Background: an optimization exercise with open tools, aiming at small area, a short achievable clock period and few clock cycles. Do not read the settings as production practice.
Only simulation tests tie the RTL to the original design; equivalence was not proved.

===== flow/run.sh =====
#!/bin/bash
# The standard layout (standard.sh: the standard synthesis, then ORFS to
# finish), except that the input and output ports are buffered with
# sky130_fd_sc_hd__buf_1 cells instead of the buffer ORFS picks by default
# (a clkdlybuf4s50_1 delay cell). Each make run's full output goes to a log
# file of its own in this folder; ORFS's per-step logs are under orfs/logs.
set -euo pipefail
bash standard.sh synth > make_synth.log 2>&1
bash standard.sh "BUFFER_PORTS_ARGS=-buffer_cell sky130_fd_sc_hd__buf_1" finish > make_finish.log 2>&1

===== standard.sh =====
#!/bin/bash
# synth_recipe.tcl (not shown) runs the flow's synth.tcl, then flattens the netlist and writes it again
# the make line also repeats each setting of config.mk as NAME=value (left out here)
make -C /OpenROAD-flow-scripts/flow DESIGN_CONFIG=/design/flow/config.mk WORK_HOME=/design/flow/orfs CLKGATE_MAP_FILE= SYNTH_SCRIPT=/design/flow/synth_recipe.tcl "${@:-finish}"

===== config.mk =====
export PLATFORM = sky130hd
export DESIGN_NAME = SinX
export DESIGN_NICKNAME = SinX
export VERILOG_FILES = /design/flow/design.v
export SDC_FILE = /design/flow/constraint.sdc
export NUM_CORES = 4
export LEC_CHECK = 0
export ABC_AREA = 1
export ABC_CLOCK_PERIOD_IN_PS = 50000
export CAP_MARGIN = 20
export CORE_MARGIN = 2
export CORE_UTILIZATION = 50
export SLEW_MARGIN = 20

===== constraint.sdc =====
create_clock -name core_clock -period 80.0 [get_ports {clk}]
set_input_delay 16.0000 -clock core_clock [delete_from_list [all_inputs] [get_ports {clk}]]
set_output_delay 16.0000 -clock core_clock [all_outputs]
set_load 0.01 [all_outputs]

===== design.v =====
module rca(s, co, a, b, ci);
	parameter W = 8;
	input [W-1:0] a, b;
	input ci;
	output [W-1:0] s;
	output co;
	wire [W:0] c;
	assign c[0] = ci;
	genvar g;
	generate for (g = 0; g < W; g = g + 1) begin : bit_
		assign s[g] = a[g] ^ b[g] ^ c[g];
		assign c[g+1] = (a[g] & b[g]) | (c[g] & (a[g] ^ b[g]));
	end endgenerate
	assign co = c[W];
endmodule
module fp_addsub(Sum, A, B, sub);
	parameter NORM_CASCADE = 0;
	input [31:0] A, B;
	input sub;
	output [31:0] Sum;
	wire sA = A[31];
	wire sB = B[31] ^ sub;
	wire [7:0] eA = A[30:23];
	wire [7:0] eB = B[30:23];
	wire [23:0] mA = {1'b1, A[22:0]};
	wire [23:0] mB = {1'b1, B[22:0]};
	wire [7:0] ddl;
	wire ddc;
	rca #(8) u_dd(ddl, ddc, eA, ~eB, 1'b1);
	wire [8:0] dd = {~ddc, ddl};
	function automatic gt23;
		input [22:0] a, b;
		reg [31:0] g, e;
		integer l, k;
		begin
			g = {9'd0, b & ~a};
			e = {9'h1FF, ~(a ^ b)};
			for (l = 1; l < 32; l = l * 2)
				for (k = 0; k < 32; k = k + 2 * l) begin
					g[k] = g[k + l] | (e[k + l] & g[k]);
					e[k] = e[k + l] & e[k];
				end
			gt23 = g[0];
		end
	endfunction
	wire swap = dd[8] | ((dd[7:0] == 8'd0) & gt23(A[22:0], B[22:0]));
	wire [7:0] eBig = swap ? eB : eA;
	wire [7:0] d = dd[8] ? -dd[7:0] : dd[7:0];
	wire [23:0] mBig = swap ? mB : mA;
	wire [23:0] mSm = swap ? mA : mB;
	wire [23:0] mSh = (d[7:5] != 3'd0 || d[4:3] == 2'b11) ? 24'd0 : (mSm >> d[4:0]);
	wire eff_sub = sA ^ sB;
	wire [23:0] bx = mSh ^ {24{eff_sub}};
	function automatic [24:0] bk_add;
		input [23:0] a, b;
		input ci;
		reg [31:0] g, p, G, P;
		integer l, k;
		begin
			g = {8'd0, a & b};
			p = {8'd0, a ^ b};
			g[0] = g[0] | (p[0] & ci);
			G = g; P = p;
			for (l = 1; l < 32; l = l * 2)
				for (k = 2 * l - 1; k < 32; k = k + 2 * l) begin
					G[k] = G[k] | (P[k] & G[k - l]);
					P[k] = P[k] & P[k - l];
				end
			for (l = 8; l >= 1; l = l / 2)
				for (k = 3 * l - 1; k < 32; k = k + 2 * l) begin
					G[k] = G[k] | (P[k] & G[k - l]);
					P[k] = P[k] & P[k - l];
				end
			bk_add[0] = p[0] ^ ci;
			for (k = 1; k < 24; k = k + 1)
				bk_add[k] = p[k] ^ G[k - 1];
			bk_add[24] = G[23];
		end
	endfunction
	wire [24:0] R0 = bk_add(mBig, bx, eff_sub);
	wire [23:0] Rl = R0[23:0];
	wire rc = R0[24];
	wire [24:0] R = {rc ^ eff_sub, Rl};
	wire [23:0] F0 = R[24:1];
	wire [4:0] lz;
	wire [23:0] F5;
	generate if (NORM_CASCADE) begin : norm_c
		wire z16 = F0[23:8] == 16'd0;
		wire [23:0] F1 = z16 ? {F0[7:0], 16'd0} : F0;
		wire z8 = F1[23:16] == 8'd0;
		wire [23:0] F2 = z8 ? {F1[15:0], 8'd0} : F1;
		wire z4 = F2[23:20] == 4'd0;
		wire [23:0] F3 = z4 ? {F2[19:0], 4'd0} : F2;
		wire z2 = F3[23:22] == 2'd0;
		wire [23:0] F4 = z2 ? {F3[21:0], 2'd0} : F3;
		wire z1 = ~F4[23];
		assign F5 = z1 ? {F4[22:0], 1'b0} : F4;
		assign lz = (z16 & F0[7:0] == 8'd0) ? 5'd24 : {z16, z8, z4, z2, z1};
	end else begin : norm_p
		reg [4:0] lzp;
		integer k;
		always @(*) begin
			lzp = 5'd24;
			for (k = 0; k < 24; k = k + 1)
				if (F0[k]) lzp = 5'd23 - k[4:0];
		end
		assign lz = lzp;
		assign F5 = F0 << lzp;
	end endgenerate
	wire [7:0] E = eBig + 8'd1 - {3'b000, lz};
	assign Sum = {swap ? sB : sA, E, F5[22:0]};
endmodule
module SinX(Out, OE, In, start, clk, reset);
	input clk, reset, start;
	input [31:0] In;
	output [31:0] Out;
	output OE;
	localparam [31:0] C360 = 32'h43B40000;
	localparam [31:0] C180 = 32'h43340000;
	localparam [31:0] C90  = 32'h42B40000;
	localparam [31:0] C45  = 32'h42340000;
	localparam [31:0] KCORDIC = 32'h3F1B7507;
	reg st_idle, st_red, st_f2, st_f3, st_it, st_out;
	reg [4:0] i;
	reg s;
	reg [31:0] x, y, z;
	wire [31:0] arctan_i =
		(i == 5'd2) ? 32'h41D48539 :
		(i == 5'd3) ? 32'h41609474 :
		(i == 5'd4) ? 32'h40E40022 :
		(i == 5'd5) ? 32'h4064E2A9 :
		(i == 5'd6) ? 32'h3FE51BCA :
		(i == 5'd7) ? 32'h3F652A1A :
		(i == 5'd8) ? 32'h3EE52DAF :
		(i == 5'd9) ? 32'h3E652E94 :
		(i == 5'd10) ? 32'h3DE52ECD :
		(i == 5'd11) ? 32'h3D652EDC :
		(i == 5'd12) ? 32'h3CE52EDF :
		(i == 5'd13) ? 32'h3C652EE0 :
		(i == 5'd14) ? 32'h3BE52EE0 :
		(i == 5'd15) ? 32'h3B652EE0 :
		(i == 5'd16) ? 32'h3BF5471D :
		(i == 5'd17) ? 32'h3A652EE0 :
		(i == 5'd18) ? 32'h39E52EE0 :
		(i == 5'd19) ? 32'h39652EE0 :
		32'h38E52EE0;
	wire k360 = ~z[31] & (z[30:0] > C360[30:0]);
	wire k180 = ~z[31] & (z[30:0] > C180[30:0]);
	wire k90 = ~z[31] & (z[30:0] > C90[30:0]);
	wire [7:0] i8 = {3'b000, i};
	wire [31:0] ysh = {y[31], y[30:23] - i8, y[22:0]};
	wire [31:0] xsh = {x[31], x[30:23] - i8, x[22:0]};
	wire [31:0] zb = st_it ? arctan_i : (k180 ? C360 : (k90 ? C180 : C45));
	wire [31:0] xo, yo, zo;
	fp_addsub az(zo, z, zb, ~st_it | ~z[31]);
	wire d = zo[31];
	fp_addsub #(1) ax(xo, x, ysh, ~d);
	fp_addsub #(1) ay(yo, y, xsh, d);
	wire fold = (st_red & ~k360 & k180) | ((st_red | st_f2) & ~k180 & k90);
	wire go_it = ((st_red | st_f2) & ~k90) | st_f3;
	wire last = st_it & (i == 5'd20);
	always @(posedge clk, posedge reset) begin
		if (reset) begin
			st_idle <= 1'b1;
			st_red <= 1'b0;
			st_f2 <= 1'b0;
			st_f3 <= 1'b0;
			st_it <= 1'b0;
			st_out <= 1'b0;
		end else begin
			st_idle <= (st_idle & ~start) | st_out;
			st_red <= (st_idle & start) | (st_red & k360);
			st_f2 <= st_red & ~k360 & k180;
			st_f3 <= (st_red | st_f2) & ~k180 & k90;
			st_it <= go_it | (st_it & ~last);
			st_out <= last;
		end
	end
	always @(posedge clk) begin
		if (st_idle | st_out)
			z <= {1'b0, In[30:0]};
		else
			z <= {zo[31] & ~fold, zo[30:0]};
		if (st_idle)
			s <= In[31];
		else if (st_red & ~k360 & k180)
			s <= ~s;
		x <= (st_it | go_it) ? xo : KCORDIC;
		y <= (st_it | go_it) ? yo : KCORDIC;
		i <= (st_it | go_it) ? i + 5'd1 : 5'd1;
	end
	assign OE = st_out;
	assign Out = {s, y[30:0]};
endmodule

==> Implementation_results.wiki, run 1 <==
{| class="wikitable"
! Metric !! Value
|-
| Final ANT Viol Nets || 0
|-
| DP Worst Slack || 63.36 ns
|-
| Number of distinct library cell variants in the gate-level netlist after synthesis || 64
|-
| Final setup TNS || 0 ns
|-
| Via density per instance || 5.790
|-
| Root buf cell || sky130_fd_sc_hd__clkbuf_16
|-
| Source-to-sink clock delay at the later pin of the worst-skew pair || 0.41 ns
|-
| Cell with the biggest individual delay on the critical path || sky130_fd_sc_hd__dfxtp_1
|-
| Post-synthesis share of cell area spent on full adders, half adders and majority gates || 17.68%
|-
| Core utilization of the finished layout || 52.96%
|-
| Parity-gate share of the synthesized area counting xor and xnor cells || 6.221%
|-
| Worst Setup Slack, final || 62.91 ns
|-
| Post-synthesis share of cell area spent on and, or, nand and nor gates || 31.71%
|-
| Post-Synthesis Mean Instance Area || 5.927 um2
|-
| Count of buffers added by post-CTS timing repair for setup || 0
|-
| Headroom to the max-slew limit || 26.66%
|-
| Area of the die || 41270 um2
|-
| Number of enable-type register cells in the synthesized netlist || 1
|-
| Worst Tran Pin Value || 1.089 ns
|-
| Critical path origin || y[1]
|-
| Most instantiated library cell after synthesis || sky130_fd_sc_hd__nand2_1
|-
| IO Port Bufs || 67
|-
| Die height || 203.2 um
|-
| Final critical-path share of the clock period || 21.36%
|-
| Total of endpoints with negative setup slack in the final report || 0
|-
| Antenna violations before repair || 1
|-
| Clock edge transition at the registers on the reported setup and hold paths || 0.10 ns
|-
| Count of warnings emitted by yosys || 3
|-
| Final-stage net count || 3582
|-
| Startpoint types || flip-flop
|-
| Routed wire per std cell || 19.30 um
|-
| Post-Synthesis Cell Area || 19830 um2
|-
| Startpoint of the lowest-slack register-to-register path || i[0]
|-
| Final weighted congestion of routability-driven global placement || 1.027
|-
| Cts repair resizes || 0
|-
| Setup repair after global routing missed its margin || false
|-
| Hold-fix buffers, CTS || 0
|-
| Share of layout cells above drive strength 1 || 4.383%
|-
| Mux cell area share after synthesis || 0.8076%
|-
| Gate count after technology mapping || 3346
|-
| Cell area reported after detailed placement || 20300 um2
|-
| Buffers from clock root to sink, at most || 2
|-
| Combinational family with the most area after synthesis || simple AND/OR/NAND/NOR gates
|-
| Top-level port count || 68
|-
| Placeable Area || 38920 um2
|-
| Number of global-route vias before repair || 19779
|-
| Initial detailed-routing violation count || 2430
|-
| # Max-Cap Violations || 0
|-
| Initial standard-cell utilization of the core || 50.95%
|-
| CP Max Fanout || 6
|-
| Final instance area || 20610 um2
|-
| Number of buffers added by the clock tree synthesis step || 9
|-
| Share of the synthesized area in the top cell type || 17.53%
|-
| Rows || 72
|-
| Buf+Inv Stages, Crit Path || 1
|-
| Required arrival time at the worst endpoint || 64.00 ns
|-
| Chip Width || 203.2 um
|-
| Clock tree from TritonCTS || built
|-
| Final Skew || 0.02707 ns
|-
| TritonCTS Sinks || 108
|-
| Complex-gate fraction of the synthesized area || 20.46%
|-
| Number of hold violations in the final report || 0
|-
| Share of flip-flops with an asynchronous set or reset || 5.556%
|-
| Dominant delay contributor by cell family on the critical path || flip-flops
|-
| Setup CP Type || flip-flop to output port
|-
| Worst hold path startpoint || st_f3
|-
| Net count after synthesis || 3624
|-
| Synth Flop Type || sky130_fd_sc_hd__dfxtp_1
|-
| Status || complete, no violations
|-
| Global-route wire length before repair || 112700 um
|-
| Arrival @ worst endpoint || 1.09 ns
|-
| Library cell with the largest summed area after synthesis || sky130_fd_sc_hd__nand2_1
|-
| Most frequent cells after synthesis || sky130_fd_sc_hd__nand2_1 (926), sky130_fd_sc_hd__inv_1 (444), sky130_fd_sc_hd__o21ai_0 (420), sky130_fd_sc_hd__nor2_1 (237), sky130_fd_sc_hd__nand3_1 (194)
|-
| Residual DRC || 0
|-
| Cells taking the most area after synthesis || sky130_fd_sc_hd__nand2_1 (18%), sky130_fd_sc_hd__ha_1 (11%), sky130_fd_sc_hd__o21ai_0 (11%)
|-
| Largest stage delay on the critical path || 0.46 ns
|-
| Highest achievable clock rate || 58.53 MHz
|-
| Multi-input combinational cell area || 15280 um2
|-
| WL final || 73850 um
|-
| Classification of the worst-slack hold path || flip-flop to flip-flop
|-
| Length of the first detailed-routing pass in iterations || 7
|-
| Half-perimeter wire length after placement || 61190 um
|-
| Proportion of synthesized chip area in sequential cells || 11.11%
|-
| Total number of H-tree levels || 3
|-
| Relative area change from synthesis to final layout || 3.937%
|-
| Pin count of the biggest net entering global routing || 69
|-
| Area taken by flip-flops and latches || 2203 um2
|-
| Final critical path time including I/O delays and setup || 17.09 ns
|-
| Gr ovfl total || 0
|-
| GRT Overall Usage || 35.34%
|-
| Ordered list of cells on the worst path || buf_1
|-
| Crit. End Element || output port
|-
| Number of vias in the routed layout || 22154
|-
| Number of fill cells in the layout || 4204
|-
| Antenna Diode Count || 0
|-
| Register bit count reported by yosys || 108
|-
| Final-report max-slew violation count || 0
|}
[placed cells by master, fill, tap and decap left out, types with 29 or more instances in the layout]
cell type / n
sky130_fd_sc_hd__a21oi_1: 118
sky130_fd_sc_hd__o211ai_1: 47
sky130_fd_sc_hd__nor3_1: 29
sky130_fd_sc_hd__o21ai_0: 418
sky130_fd_sc_hd__fa_1: 62
sky130_fd_sc_hd__dfxtp_1: 101
sky130_fd_sc_hd__buf_1: 67
sky130_fd_sc_hd__inv_1: 444
sky130_fd_sc_hd__nor2_1: 236
sky130_fd_sc_hd__nand3_1: 194
sky130_fd_sc_hd__or2_2: 29
sky130_fd_sc_hd__xor2_1: 119
sky130_fd_sc_hd__ha_1: 181
sky130_fd_sc_hd__nand2_1: 923
[state kept, by name, indices dropped and copies added (netlist names)]
name / flops
x: 32
st_red: 1
st_out: 1
st_f3: 1
i: 5
st_it: 1
z: 32
s: 1
y: 32
st_f2: 1
st_idle: 1
[layer usage]
layer  vias up  GRT usage [%]  wire length, um
met2       985          48.89            28570
met3        84          9.316             8329
met4         0          8.551             1741
li1      10797              -                -
met1     10288          53.60            35210
met5         -              0                0
[cell families after synthesis]
group	after synthesis
AND/OR/NAND/NOR	1504
adder cells (fa/ha/maj)	243
buffers and inverters	611
XOR/XNOR	140
flip-flops	108
AO/OA/AOI/OAI	724
multiplexers	16
[area by class of cell]
cell class	instances	area share, %
multi-input combinational	2627	74.13
sequential	108	10.69
inverter	470	8.572
tap	518	3.145
timing repair buffer	88	1.985
clock buffer	10	1.214
clock inverter	5	0.2610
[worst paths after layout]
path	cells after the start	endpoint	slack (ns)
setup / recovery	1	Out[1]	62.91
hold / removal	2	st_it	0.48
setup reg to reg	66	y[30]	63.72
hold reg to reg	2	st_it	0.48
max in group asynchronous	2	st_idle	64.27
min in group asynchronous	2	st_red	15.48
[stage by stage]
stage	std cells	hold slack (ns)
after global placement	3811	0.4501
final	3826	0.4780
after CTS	3826	0.4786
after detailed placement	3811	0.4628
after floorplan	3346	0.4218
after global routing	3826	0.5083
Testbench counts, summed over its fixed seeds: cycles 7,175.
==> run 2: changes to the inputs <==
--- a/config.mk
+++ b/config.mk
@@ -11,3 +11,3 @@
 export CORE_MARGIN = 2
-export CORE_UTILIZATION = 50
+export CORE_UTILIZATION = 65
 export SLEW_MARGIN = 20
==> Implementation_results.wiki, run 2 <==
{| class="wikitable"
! Metric !! Value
|-
| Status || complete, no violations
|-
| Required arrival time at the worst endpoint || 64.00 ns
|-
| Routed wire per std cell || 18.98 um
|-
| Relative area change from synthesis to final layout || 2.940%
|-
| Register bit count reported by yosys || 108
|-
| Number of global-route vias before repair || 19645
|-
| Final weighted congestion of routability-driven global placement || 1.130
|-
| Share of layout cells above drive strength 1 || 4.295%
|-
| GRT Overall Usage || 43.37%
|-
| Proportion of synthesized chip area in sequential cells || 11.11%
|-
| Cts repair resizes || 0
|-
| Minimum hold slack || 0.5155 ns
|-
| Number of hold violations in the final report || 0
|-
| Count of buffers added by post-CTS timing repair for setup || 0
|-
| Final Skew || 0.01231 ns
|-
| Root buf cell || sky130_fd_sc_hd__clkbuf_16
|-
| CP Max Fanout || 6
|-
| Headroom to the max-slew limit || 21.50%
|-
| Post-Synthesis Cell Area || 19830 um2
|-
| Worst reg-to-reg path cell count || 66
|-
| Global-route wire length before repair || 106800 um
|-
| Rows || 63
|-
| Synth Flop Type || sky130_fd_sc_hd__dfxtp_1
|-
| Leading cell type in the layout, fill and taps excluded || sky130_fd_sc_hd__nand2_1
|-
| Final setup TNS || 0 ns
|-
| Count of warnings emitted by yosys || 3
|-
| Final ANT Viol Nets || 0
|-
| Total number of H-tree levels || 3
|-
| Hold-fix buffers, CTS || 0
|-
| Startpoint types || flip-flop
|-
| Initial detailed-routing violation count || 3176
|-
| Most frequent cells after synthesis || sky130_fd_sc_hd__nand2_1 (926), sky130_fd_sc_hd__inv_1 (444), sky130_fd_sc_hd__o21ai_0 (420), sky130_fd_sc_hd__nor2_1 (237), sky130_fd_sc_hd__nand3_1 (194)
|-
| Gr ovfl total || 0
|-
| Share of flip-flops with an asynchronous set or reset || 5.556%
|-
| Final-stage net count || 3579
|-
| Die height || 178.7 um
|-
| Buffers from clock root to sink, at most || 2
|-
| Worst Tran Pin Value || 1.165 ns
|-
| Crit. End Element || output port
|-
| Cell with the biggest individual delay on the critical path || sky130_fd_sc_hd__dfxtp_1
|-
| Number of enable-type register cells in the synthesized netlist || 1
|-
| Share of the synthesized area in the top cell type || 17.53%
|-
| Arrival @ worst endpoint || 1.01 ns
|-
| Dominant delay contributor by cell family on the critical path || flip-flops
|-
| Net count after synthesis || 3624
|-
| Clock edge transition at the registers on the reported setup and hold paths || 0.08 ns
|-
| Initial standard-cell utilization of the core || 66.38%
|-
| Pin count of the biggest net entering global routing || 92
|-
| Length of the first detailed-routing pass in iterations || 8
|-
| Top Registers || x (32), y (32), z (32)
|-
| Number of distinct library cell variants in the gate-level netlist after synthesis || 64
|-
| Via density per instance || 6.157
|-
| Most instantiated library cell after synthesis || sky130_fd_sc_hd__nand2_1
|-
| Cells taking the most area after synthesis || sky130_fd_sc_hd__nand2_1 (18%), sky130_fd_sc_hd__ha_1 (11%), sky130_fd_sc_hd__o21ai_0 (11%)
|-
| Post-Synthesis Mean Instance Area || 5.927 um2
|-
| Number of buffers added by the clock tree synthesis step || 9
|-
| WL final || 70200 um
|-
| Final critical path time including I/O delays and setup || 17.01 ns
|-
| Largest stage delay on the critical path || 0.41 ns
|-
| Half-perimeter wire length after placement || 57340 um
|-
| Setup CP Type || flip-flop to output port
|-
| Number of vias in the routed layout || 22769
|-
| # Max-Cap Violations || 0
|-
| Library cell with the largest summed area after synthesis || sky130_fd_sc_hd__nand2_1
|-
| Gate count after technology mapping || 3346
|-
| Antenna violations before repair || 2
|-
| Area of the die || 31920 um2
|-
| Buf+Inv Stages, Crit Path || 1
|-
| Ordered list of cells on the worst path || buf_1
|-
| Total of endpoints with negative setup slack in the final report || 0
|-
| Total stage count of the critical path || 1
|-
| Final-report max-slew violation count || 0
|-
| Source-to-sink clock delay at the later pin of the worst-skew pair || 0.40 ns
|-
| Setup repair after global routing missed its margin || false
|-
| Placeable Area || 29870 um2
|-
| Final critical-path share of the clock period || 21.26%
|-
| IO Port Bufs || 67
|-
| Commonest cells after routing, fill and taps aside || sky130_fd_sc_hd__nand2_1 (923), sky130_fd_sc_hd__inv_1 (444), sky130_fd_sc_hd__o21ai_0 (418)
|-
| Residual DRC || 0
|-
| TritonCTS Sinks || 108
|-
| Top-level port count || 68
|-
| Clock tree from TritonCTS || built
|-
| Chip Width || 178.7 um
|-
| Classification of the worst-slack hold path || flip-flop to flip-flop
|-
| Highest achievable clock rate || 58.79 MHz
|-
| Instance count along the most critical hold path || 2
|}
run 2: cell counts after synthesis:
No cell type changed its count.
run 2: final cells by class:
class	count	area, um2
Clock inverter	6	62.56
Fill cell	2762	9462
Multi-Input combinational cell	2627	15270
Timing Repair Buffer	85	386.6
Tap cell	390	488.0
Antenna cell	2	5.005
Sequential cell	108	2203
Inverter	470	1767
Clock buffer	10	229.0
run 2: kinds of logic after synthesis:
kind of cell / after synthesis / share of synthesized area, %
fa+ha+maj: 243 / 17.68
mux: 16 / 0.8076
flops: 108 / 11.11
compound gates: 724 / 20.46
buf+inv: 611 / 12.01
simple gates: 1504 / 31.71
xor+xnor: 140 / 6.221
run 2: routing by layer:
metal,up-vias,track usage [%],wire (um)
li1,10790,-,-
met1,10377,62.71,30210
met2,1443,58.33,26770
met3,157,17.45,11100
met4,2,12.57,2115
met5,-,0,8
run 2: path summary, 6_finish.rpt:
path	start	slack (ns)	to
min	st_f3	0.52	st_it
min reg2reg	st_f3	0.52	st_it
max reg2reg	i[0]	63.70	y[30]
max in group asynchronous	reset	64.26	st_idle
max	y[1]	62.99	Out[1]
min in group asynchronous	reset	15.48	st_red
run 2: metrics by stage:
stage / util, % / std cells / instance area [um2] / setup WS, ns
floorplan: - / 3346 / 19830 / 63.50
global placement: 67.33 / 3680 / 20110 / 63.43
detailed placement: 67.33 / 3680 / 20110 / 63.41
CTS: 68.30 / 3696 / 20410 / 62.98
global route: 68.31 / 3696 / 20410 / 62.38
finish: 68.33 / 3698 / 20410 / 62.99
==> run 3: changes to the inputs <==
--- a/config.mk
+++ b/config.mk
@@ -11,3 +11,3 @@
 export CORE_MARGIN = 2
-export CORE_UTILIZATION = 65
+export CORE_UTILIZATION = 75
 export SLEW_MARGIN = 20
==> Implementation_results.wiki, run 3 <==
{| class="wikitable"
! Metric !! Value
|-
| Leading cell type in the layout, fill and taps excluded || sky130_fd_sc_hd__nand2_1
|-
| Die height || 166.6 um
|-
| Source-to-sink clock delay at the later pin of the worst-skew pair || 0.39 ns
|-
| Area of the die || 27760 um2
|-
| Crit. End Element || output port
|-
| Number of enable-type register cells in the synthesized netlist || 1
|-
| Final ANT Viol Nets || 0
|-
| Most instantiated library cell after synthesis || sky130_fd_sc_hd__nand2_1
|-
| Headroom to the max-slew limit || 30.04%
|-
| Cells taking the most area after synthesis || sky130_fd_sc_hd__nand2_1 (18%), sky130_fd_sc_hd__ha_1 (11%), sky130_fd_sc_hd__o21ai_0 (11%)
|-
| Pin count of the biggest net entering global routing || 91
|-
| CP Max Fanout || 6
|-
| Most frequent cells after synthesis || sky130_fd_sc_hd__nand2_1 (926), sky130_fd_sc_hd__inv_1 (444), sky130_fd_sc_hd__o21ai_0 (420), sky130_fd_sc_hd__nor2_1 (237), sky130_fd_sc_hd__nand3_1 (194)
|-
| Register bit count reported by yosys || 108
|-
| Clock edge transition at the registers on the reported setup and hold paths || 0.09 ns
|-
| Number of distinct library cell variants in the gate-level netlist after synthesis || 64
|-
| Dominant delay contributor by cell family on the critical path || flip-flops
|-
| GRT Overall Usage || 47.28%
|-
| Library cell with the largest summed area after synthesis || sky130_fd_sc_hd__nand2_1
|-
| Cell Count, Final, Fillers Out || 3637
|-
| Buffers from clock root to sink, at most || 2
|-
| Hold-fix buffers, CTS || 0
|-
| Final critical path time including I/O delays and setup || 17.02 ns
|-
| Worst Tran Pin Value || 1.038 ns
|-
| Chip Width || 166.6 um
|-
| Gate count after technology mapping || 3346
|-
| Commonest cells after routing, fill and taps aside || sky130_fd_sc_hd__nand2_1 (923), sky130_fd_sc_hd__inv_1 (444), sky130_fd_sc_hd__o21ai_0 (418)
|-
| Ordered list of cells on the worst path || buf_1
|-
| Final-stage net count || 3575
|-
| Final weighted congestion of routability-driven global placement || 1.201
|-
| Post-Synthesis Cell Area || 19830 um2
|-
| Gr ovfl total || 0
|-
| Synth Flop Type || sky130_fd_sc_hd__dfxtp_1
|-
| Net count after synthesis || 3624
|-
| Cts repair resizes || 0
|-
| Root buf cell || sky130_fd_sc_hd__clkbuf_16
|-
| Count of warnings emitted by yosys || 3
|-
| Half-perimeter wire length after placement || 54750 um
|-
| Setup CP Type || flip-flop to output port
|-
| Routed wire per std cell || 18.57 um
|-
| Arrival @ worst endpoint || 1.02 ns
|-
| Number of vias in the routed layout || 22996
|-
| IO Port Bufs || 67
|-
| Required arrival time at the worst endpoint || 64.00 ns
|-
| Final setup TNS || 0 ns
|-
| Cell with the biggest individual delay on the critical path || sky130_fd_sc_hd__dfxtp_1
|-
| Startpoint types || flip-flop
|-
| Top Registers || x (32), y (32), z (32)
|-
| Via density per instance || 6.323
|-
| Initial standard-cell utilization of the core || 76.31%
|-
| Share of the synthesized area in the top cell type || 17.53%
|-
| Largest stage delay on the critical path || 0.43 ns
|-
| TritonCTS Sinks || 108
|-
| Initial detailed-routing violation count || 3919
|-
| Proportion of synthesized chip area in sequential cells || 11.11%
|-
| Count of buffers added by post-CTS timing repair for setup || 0
|-
| Antenna violations before repair || 2
|-
| Status || complete, no violations
|-
| Top-level port count || 68
|-
| Final critical-path share of the clock period || 21.27%
|-
| Share of flip-flops with an asynchronous set or reset || 5.556%
|-
| Final Skew || 0.02178 ns
|-
| Residual DRC || 0
|-
| Placed insts || 3621
|-
| Share of layout cells above drive strength 1 || 4.179%
|-
| Highest achievable clock rate || 58.76 MHz
|-
| Total number of H-tree levels || 3
|-
| # Max-Cap Violations || 0
|-
| Clock tree from TritonCTS || built
|-
| Final-report max-slew violation count || 0
|-
| Rows || 59
|-
| Total of endpoints with negative setup slack in the final report || 0
|-
| Placeable Area || 25980 um2
|-
| Buf+Inv Stages, Crit Path || 1
|-
| Setup repair after global routing missed its margin || false
|-
| Number of buffers added by the clock tree synthesis step || 9
|-
| Length of the first detailed-routing pass in iterations || 10
|-
| Antenna Diode Count || 0
|-
| Relative area change from synthesis to final layout || 2.492%
|-
| Classification of the worst-slack hold path || flip-flop to flip-flop
|-
| Post-Synthesis Mean Instance Area || 5.927 um2
|-
| WL final || 67530 um
|-
| Number of global-route vias before repair || 20679
|-
| Global-route wire length before repair || 105900 um
|-
| Number of hold violations in the final report || 0
|}
## run 3: path summary, 6_finish.rpt
path / start / end / slack [ns] / cells past startpoint
max: y[1] / Out[1] / 62.98 / 1
min: st_f3 / st_it / 0.48 / 2
max reg2reg: z[30] / x[30] / 63.36 / 82
min reg2reg: st_f3 / st_it / 0.48 / 2
max in group asynchronous: reset / st_idle / 64.25 / 2
min in group asynchronous: reset / st_out / 15.49 / 2
## run 3: final cells by class
cell class                      count  area, um2
Fill cell                        2116       5660
Multi-Input combinational cell   2627      15270
Clock buffer                       11      254.0
Sequential cell                   108       2203
Clock inverter                      5      52.55
Inverter                          470       1767
Timing Repair Buffer               81      356.6
Tap cell                          335      419.2
## run 3: cell families (layout without fill, tap and decap cells)
| family | after synthesis | count (layout) | share of synthesized area [%] |
|---|---|---|---|
| AO/OA/AOI/OAI | 724 | 724 | 20.46 |
| XOR/XNOR | 140 | 140 | 6.221 |
| adder cells (fa/ha/maj) | 243 | 243 | 17.68 |
| buffers and inverters | 611 | 567 | 12.01 |
| flip-flops | 108 | 108 | 11.11 |
| multiplexers | 16 | 16 | 0.8076 |
| AND/OR/NAND/NOR | 1504 | 1504 | 31.71 |
## run 3: tightest hold or removal path, cell delays in order (launching register included)
cell	delay, ns
sky130_fd_sc_hd__dfrtp_1	0.34
sky130_fd_sc_hd__nor2_1	0.06
sky130_fd_sc_hd__nand2_1	0.05
## run 3: layer usage
layer	wire (um)	track usage (%)	vias up
met3	11470	16.47	245
met1	26390	65.08	10321
li1	-	-	10788
met5	0	0	-
met2	26830	68.52	1642
met4	2838	16.83	0
## run 3: per-stage QoR
step | setup WS, ns | hold WS (ns) | utilization [%] | instance area [um2]
5_1_grt | 62.29 | 0.4981 | 78.22 | 20320
4_1_cts | 62.99 | 0.4770 | 78.21 | 20320
3_3_place_gp | 63.41 | 0.4576 | 77.03 | 20020
6_report | 62.98 | 0.4799 | 78.22 | 20320
2_1_floorplan | 63.50 | 0.4218 | - | 19830
3_5_place_dp | 63.40 | 0.4673 | 77.03 | 20020
==> run 4: changes to the inputs <==
==> run.sh (new file) <==
#!/bin/bash
# synth_recipe.tcl (not shown) runs the flow's synth.tcl, then flattens the netlist and writes it again
# the make line also repeats each setting of config.mk as NAME=value (left out here)
make -C /OpenROAD-flow-scripts/flow DESIGN_CONFIG=/design/flow/config.mk WORK_HOME=/design/flow/orfs CLKGATE_MAP_FILE= SYNTH_SCRIPT=/design/flow/synth_recipe.tcl finish
--- a/config.mk
+++ b/config.mk
@@ -11,3 +11,3 @@
 export CORE_MARGIN = 2
-export CORE_UTILIZATION = 75
+export CORE_UTILIZATION = 65
 export SLEW_MARGIN = 20
removed: flow/run.sh
removed: standard.sh
==> Implementation_results.wiki, run 4 <==
{| class="wikitable"
! Metric !! Value
|-
| Status || complete, no violations
|-
| CP Max Fanout || 5
|-
| Count of buffers added by post-CTS timing repair for setup || 0
|-
| Hold-fix buffers, CTS || 0
|-
| Final instance area || 20820 um2
|-
| Final critical path time including I/O delays and setup || 17.45 ns
|-
| Critical path endpoint || Out[22]
|-
| Top-level port count || 68
|-
| Routed wire per std cell || 19.28 um
|-
| Clock edge transition at the registers on the reported setup and hold paths || 0.08 ns
|-
| Number of vias in the routed layout || 22849
|-
| Number of buffers added by the clock tree synthesis step || 9
|-
| Required arrival time at the worst endpoint || 64.00 ns
|-
| Cell area reported after detailed placement || 20520 um2
|-
| Cells taking the most area after synthesis || sky130_fd_sc_hd__nand2_1 (18%), sky130_fd_sc_hd__ha_1 (11%), sky130_fd_sc_hd__o21ai_0 (11%)
|-
| Cell with the biggest individual delay on the critical path || sky130_fd_sc_hd__clkdlybuf4s50_1
|-
| Final-report max-slew violation count || 0
|-
| Multi-input combinational cell area || 15270 um2
|-
| Total stage count of the critical path || 1
|-
| Highest achievable clock rate || 57.31 MHz
|-
| Area taken by flip-flops and latches || 2203 um2
|-
| Number of hold violations in the final report || 0
|-
| Final setup TNS || 0 ns
|-
| Dominant delay contributor by cell family on the critical path || buffers and inverters
|-
| Count of warnings emitted by yosys || 3
|-
| Post-Synthesis Mean Instance Area || 5.927 um2
|-
| Synth Flop Type || sky130_fd_sc_hd__dfxtp_1
|-
| Pin count of the biggest net entering global routing || 71
|-
| IO Port Bufs || 67
|-
| Share of the synthesized area in the top cell type || 17.53%
|-
| Register bit count reported by yosys || 108
|-
| Length of the first detailed-routing pass in iterations || 7
|-
| Commonest cells after routing, fill and taps aside || sky130_fd_sc_hd__nand2_1 (923), sky130_fd_sc_hd__inv_1 (444), sky130_fd_sc_hd__o21ai_0 (418)
|-
| Root buf cell || sky130_fd_sc_hd__clkbuf_16
|-
| Number of global-route vias before repair || 20331
|-
| Die height || 178.7 um
|-
| Relative area change from synthesis to final layout || 5.004%
|-
| Number of distinct library cell variants in the gate-level netlist after synthesis || 64
|-
| Placeable Area || 29870 um2
|-
| Startpoint of the lowest-slack register-to-register path || i[0]
|-
| Initial standard-cell utilization of the core || 66.38%
|-
| Residual DRC || 0
|-
| Instance count along the most critical hold path || 2
|-
| Most frequent cells after synthesis || sky130_fd_sc_hd__nand2_1 (926), sky130_fd_sc_hd__inv_1 (444), sky130_fd_sc_hd__o21ai_0 (420), sky130_fd_sc_hd__nor2_1 (237), sky130_fd_sc_hd__nand3_1 (194)
|-
| Final critical-path share of the clock period || 21.81%
|-
| Ordered list of cells on the worst path || clkdlybuf4s50_1
|-
| Initial detailed-routing violation count || 3472
|-
| Crit. End Element || output port
|-
| Buffers from clock root to sink, at most || 2
|-
| Library cell with the largest summed area after synthesis || sky130_fd_sc_hd__nand2_1
|-
| TritonCTS Sinks || 108
|-
| Worst Setup Slack, final || 62.55 ns
|-
| Cts repair resizes || 0
|-
| WL final || 71270 um
|-
| Leading cell type in the layout, fill and taps excluded || sky130_fd_sc_hd__nand2_1
|-
| Top Registers || x (32), y (32), z (32)
|-
| Via density per instance || 6.182
|-
| Source-to-sink clock delay at the later pin of the worst-skew pair || 0.41 ns
|-
| Worst reg-to-reg path cell count || 66
|-
| Classification of the worst-slack hold path || flip-flop to flip-flop
|-
| Final-stage net count || 3578
|-
| Number of fill cells in the layout || 2738
|-
| Setup repair after global routing missed its margin || false
|-
| Endpoint of the worst register-to-register path || y[30]
|-
| Final Skew || 0.01870 ns
|-
| Area of the die || 31920 um2
|-
| Gr ovfl total || 0
|-
| Post-Synthesis Cell Area || 19830 um2
|-
| Chip Width || 178.7 um
|-
| Net count after synthesis || 3624
|-
| Share of flip-flops with an asynchronous set or reset || 5.556%
|-
| Rows || 63
|-
| Register-to-register setup slack || 62.99 ns
|-
| Most instantiated library cell after synthesis || sky130_fd_sc_hd__nand2_1
|-
| Half-perimeter wire length after placement || 57730 um
|-
| Core utilization of the finished layout || 69.70%
|-
| Share of layout cells above drive strength 1 || 4.266%
|-
| Antenna violations before repair || 5
|-
| DP Worst Slack || 63.02 ns
|-
| Largest stage delay on the critical path || 0.61 ns
|-
| Arrival @ worst endpoint || 1.45 ns
|-
| Clock tree from TritonCTS || built
|-
| Final weighted congestion of routability-driven global placement || 1.147
|-
| Critical path origin || y[22]
|-
| Total number of H-tree levels || 3
|-
| Startpoint types || flip-flop
|-
| Buf+Inv Stages, Crit Path || 1
|-
| Final ANT Viol Nets || 0
|-
| Worst Tran Pin Value || 1.194 ns
|-
| Gate count after technology mapping || 3346
|-
| Total of endpoints with negative setup slack in the final report || 0
|-
| Setup CP Type || flip-flop to output port
|-
| GRT Overall Usage || 44.15%
|-
| Number of enable-type register cells in the synthesized netlist || 1
|-
| Proportion of synthesized chip area in sequential cells || 11.11%
|-
| # Max-Cap Violations || 0
|-
| Global-route wire length before repair || 108700 um
|-
| Headroom to the max-slew limit || 19.39%
|}
run 4: cell count changes in the layout (fill, tap and decap cells not counted):
cell	before	now
sky130_fd_sc_hd__buf_1	67	0
sky130_fd_sc_hd__clkdlybuf4s50_1	0	67
sky130_fd_sc_hd__buf_4	14	17
sky130_fd_sc_hd__clkbuf_16	10	9
sky130_fd_sc_hd__clkinv_4	1	0
sky130_fd_sc_hd__clkinvlp_4	1	0
sky130_fd_sc_hd__diode_2	0	1
sky130_fd_sc_hd__inv_4	1	2
sky130_fd_sc_hd__inv_6	1	2
sky130_fd_sc_hd__inv_8	1	2
run 4: worst min-delay path by stage:
stage,start,end,slack [ns]
detailed placement,st_f3,st_it,0.46
global placement,st_f3,st_it,0.44
global route,i[0],i[0],0.54
finish,st_f3,st_it,0.50
CTS,st_f3,st_it,0.50
floorplan,st_f3,st_it,0.42
run 4: kinds of logic (layout without fill, tap and decap cells):
family | Yosys count | count (layout) | share of synthesized area (%)
compound gates | 724 | 724 | 20.46
xor+xnor | 140 | 140 | 6.221
fa+ha+maj | 243 | 243 | 17.68
buf+inv | 611 | 570 | 12.01
flops | 108 | 108 | 11.11
mux | 16 | 16 | 0.8076
other cells | 0 | 1 | 0
simple gates | 1504 | 1504 | 31.71
run 4: layout make-up:
class,instances,area share [%]
timing repair buffer,84,3.834
multi-input combinational,2627,73.34
clock buffer,10,1.100
clock inverter,6,0.3004
inverter,470,8.485
sequential,108,10.58
antenna,1,0.01202
tap,390,2.343
run 4: per-layer routing:
| metal | GRT usage (%) | up-vias | part of all wire (%) |
|---|---|---|---|
| li1 | - | 10800 | - |
| met1 | 61.25 | 10428 | 41 |
| met2 | 61.58 | 1433 | 40 |
| met3 | 18.04 | 178 | 16 |
| met4 | 14.33 | 10 | 3.0 |
| met5 | 0 | - | 0.086 |
run 4: per-stage QoR:
| step | hold WS, ns | instances |
|---|---|---|
| detailed placement | 0.4598 | 3678 |
| global placement | 0.4441 | 3678 |
| CTS | 0.4981 | 3694 |
| finish | 0.4988 | 3696 |
| global route | 0.5366 | 3695 |
| floorplan | 0.4218 | 3346 |

-- separate check: timing with driven ports --
How much do the figures lean on ideal ports? The routed layouts below were timed once more, with nothing changed but the port constraints.
Step 1 assumes that a clkbuf_16 drives the clock port and a buf_2 every other input.
Step 2, shift: input delay + t, output delay - t, t = (earliest + latest rising clock arrival at the registers) / 2. This alone moves slack from input paths to output paths.
a / b / c = ideal ports / drivers / drivers and shift; a / b = the first two.
run | shift t [ns] | slack for setup (ns) | hold slack, ns | worst setup path after step 2
run 1 | 0.453 | 62.913 / 62.858 / 63.310 | 0.478 / 0.478 / 0.478 | register to output
run 2 | 0.442 | 62.992 / 62.939 / 63.381 | 0.515 / 0.515 / 0.515 | register to output
run 3 | 0.428 | 62.981 / 62.929 / 63.356 | 0.480 / 0.480 / 0.480 | register to register
run 4 | 0.450 | 62.552 / 62.499 / 62.948 | 0.499 / 0.499 / 0.499 | register to output
After both steps setup and hold are still met in every run listed.
